This design comes from an exercise in tuning for small area and a short achievable clock period on the open sky130 flow, not from production work.
The RTL was checked by simulation tests, not by an equivalence proof against the original design.
No activity file was given, so power comes from the tool's default toggle rates.

Setup of old:
## ALU_Top
module ALU_Top #(parameter width = 16 ,
                   Arith_width = width + width ,
                   Logic_width = width,
                   CMP_width   = width,
                   Shift_width = width)(
input wire [width-1:0] A,
input wire [width-1:0] B,
input wire CLK,
input wire RST,
input wire [3:0] ALU_FUN,
output reg  [Arith_width-1:0]  Arith_OUT,
output reg                     Carry_OUT,
output reg                     Arith_Flag,
output reg  [Logic_width-1:0]  Logic_OUT,
output reg                     Logic_Flag,
output reg  [CMP_width-1:0]    CMP_OUT,
output reg                     CMP_Flag,
output reg  [Shift_width-1:0]  Shift_OUT,
output reg                     Shift_Flag
);
==> flow/config.mk <==
export PLATFORM = sky130hd
export DESIGN_NAME = ALU_Top
export DESIGN_NICKNAME = ALU_Top
export VERILOG_FILES = /design/flow/design.v
export SDC_FILE = /design/flow/constraint.sdc
export NUM_CORES = 4
export LEC_CHECK = 0
export ABC_AREA = 1
export CAP_MARGIN = 20
export CORE_MARGIN = 2
export CORE_UTILIZATION = 40
export SLEW_MARGIN = 70
==> flow/constraint.sdc <==
create_clock -name core_clock -period 95.0 [get_ports {CLK}]
set_input_delay 19.0000 -clock core_clock [delete_from_list [all_inputs] [get_ports {CLK}]]
set_output_delay 19.0000 -clock core_clock [all_outputs]
set_load 0.01 [all_outputs]
run.sh (not shown) runs the stock make flow with config.mk's settings and CLKGATE_MAP_FILE= SYNTH_SCRIPT=/design/flow/synth_recipe.tcl, a recipe that flattens the netlist after the stock synthesis.
#### Input delta (new over old)
# old
export LEC_CHECK = 0
export ABC_AREA = 1
export CAP_MARGIN = 20
export CORE_MARGIN = 2
export CORE_UTILIZATION = 40
export SLEW_MARGIN = 70
create_clock -name core_clock -period 95.0 [get_ports {CLK}]
# new
export LEC_CHECK = 0
export ABC_AREA = 1
export CAP_MARGIN = 20
export CORE_MARGIN = 2
export CORE_UTILIZATION = 40
export SLEW_MARGIN = 20
create_clock -name core_clock -period 95.0 [get_ports {CLK}]
==> flow/flow/run.sh (new file) <==
#!/bin/bash
# Own flow: the standard layout (standard.sh, unchanged synthesis, floorplan, placement, CTS
# and routing) with one setting changed: every input and output port still gets its buffer, but
# the port buffers are sky130_fd_sc_hd__buf_2 instead of the delay-buffer cell
# (clkdlybuf4s50_1) that buffer_ports otherwise picks, which is twice the area and slow.
# make's output goes to flow_make.log here; ORFS keeps each step's log under orfs/logs/.
set -euo pipefail
bash standard.sh "BUFFER_PORTS_ARGS=-buffer_cell sky130_fd_sc_hd__buf_2" finish > flow_make.log 2>&1
test -f out/final.def
==> flow/standard.sh (new file) <==
#!/bin/bash
# synth_recipe.tcl (not shown) runs the flow's synth.tcl, then flattens the netlist and writes it again
# the make line also repeats each setting of config.mk as NAME=value (left out here)
make -C /OpenROAD-flow-scripts/flow DESIGN_CONFIG=/design/flow/config.mk WORK_HOME=/design/flow/orfs CLKGATE_MAP_FILE= SYNTH_SCRIPT=/design/flow/synth_recipe.tcl "${@:-finish}"
removed: flow/run.sh
## What came out
new did not stop at any stage, and its layout met the timing, design-rule and antenna checks. The worst-path cell with the longest stage delay comes out sky130_fd_sc_hd__clkdlybuf4s50_1 in one run and sky130_fd_sc_hd__buf_2 in the other, namely in old and new respectively. Higher initial antenna violation count goes to new over old. Length of routed met2 wiring ends up higher on old. Row area used by multi-input combinational logic: new lower / old higher. Summary of new over old: highest clock rate moved down, design area fell by 5.0%, final cell count shrank by 0.72%, share of cell area taken by flip-flops and latches saw an increase, global routing met1 resource utilization fell by 0.52 points.

========
ALU_Top again, from the RTL that the note above started with.
make LEC_CHECK=0 ABC_AREA=1 CAP_MARGIN=20 CORE_MARGIN=2 CORE_UTILIZATION=40 SLEW_MARGIN=20 finish   # period 95.0 ns
Stock flow here: none of the scripts above is used.
Next try:
- GPL_TIMING_DRIVEN: default -> 0
What happened:
- clock power rises by a few percent
- power came out higher by a few percent
- final cell count rises by a few percent
- worst setup slack gets worse by 320 ps
- wire length rose by a few percent
- count of clock-buffer cells in the layout stays the same
- via count rises by a few percent
- die area is unchanged

-- what the ideal ports hide --
No port has a modelled driver above. Below, the same layouts with a new extraction and two added sets of constraints.
Step 1 (the two cells are an assumption about what drives the block):
set clk [get_ports {CLK}]
set_driving_cell -lib_cell sky130_fd_sc_hd__clkbuf_16 $clk
set_driving_cell -lib_cell sky130_fd_sc_hd__buf_2 [delete_from_list [all_inputs] $clk]
Step 2 also shifts input and output timing later by t, the mid clock arrival at the registers, as if the neighbouring blocks saw the same clock.
a / b / c = ideal / step 1 / step 2; a / b = the first two.
| run | t, ns | slack for setup (ns) | clock arrival spread, ns |
|---|---|---|---|
| old | 0.394 | 56.884 / 56.905 / 56.511 | 0.025 / 0.025 |
| new | 0.414 | 56.710 / 56.689 / 56.275 | 0.017 / 0.016 |
| the first run of note 2 | 0.393 | 56.558 / 56.584 / 56.191 | 0.013 / 0.012 |
| the second run of note 2 | 0.417 | 56.241 / 56.264 / 55.847 | 0.017 / 0.016 |
After both steps setup and hold are still met in every run listed. The setup slack of new, which loses most, moves by -0.021 ns with the drivers and by -0.435 ns with both steps.
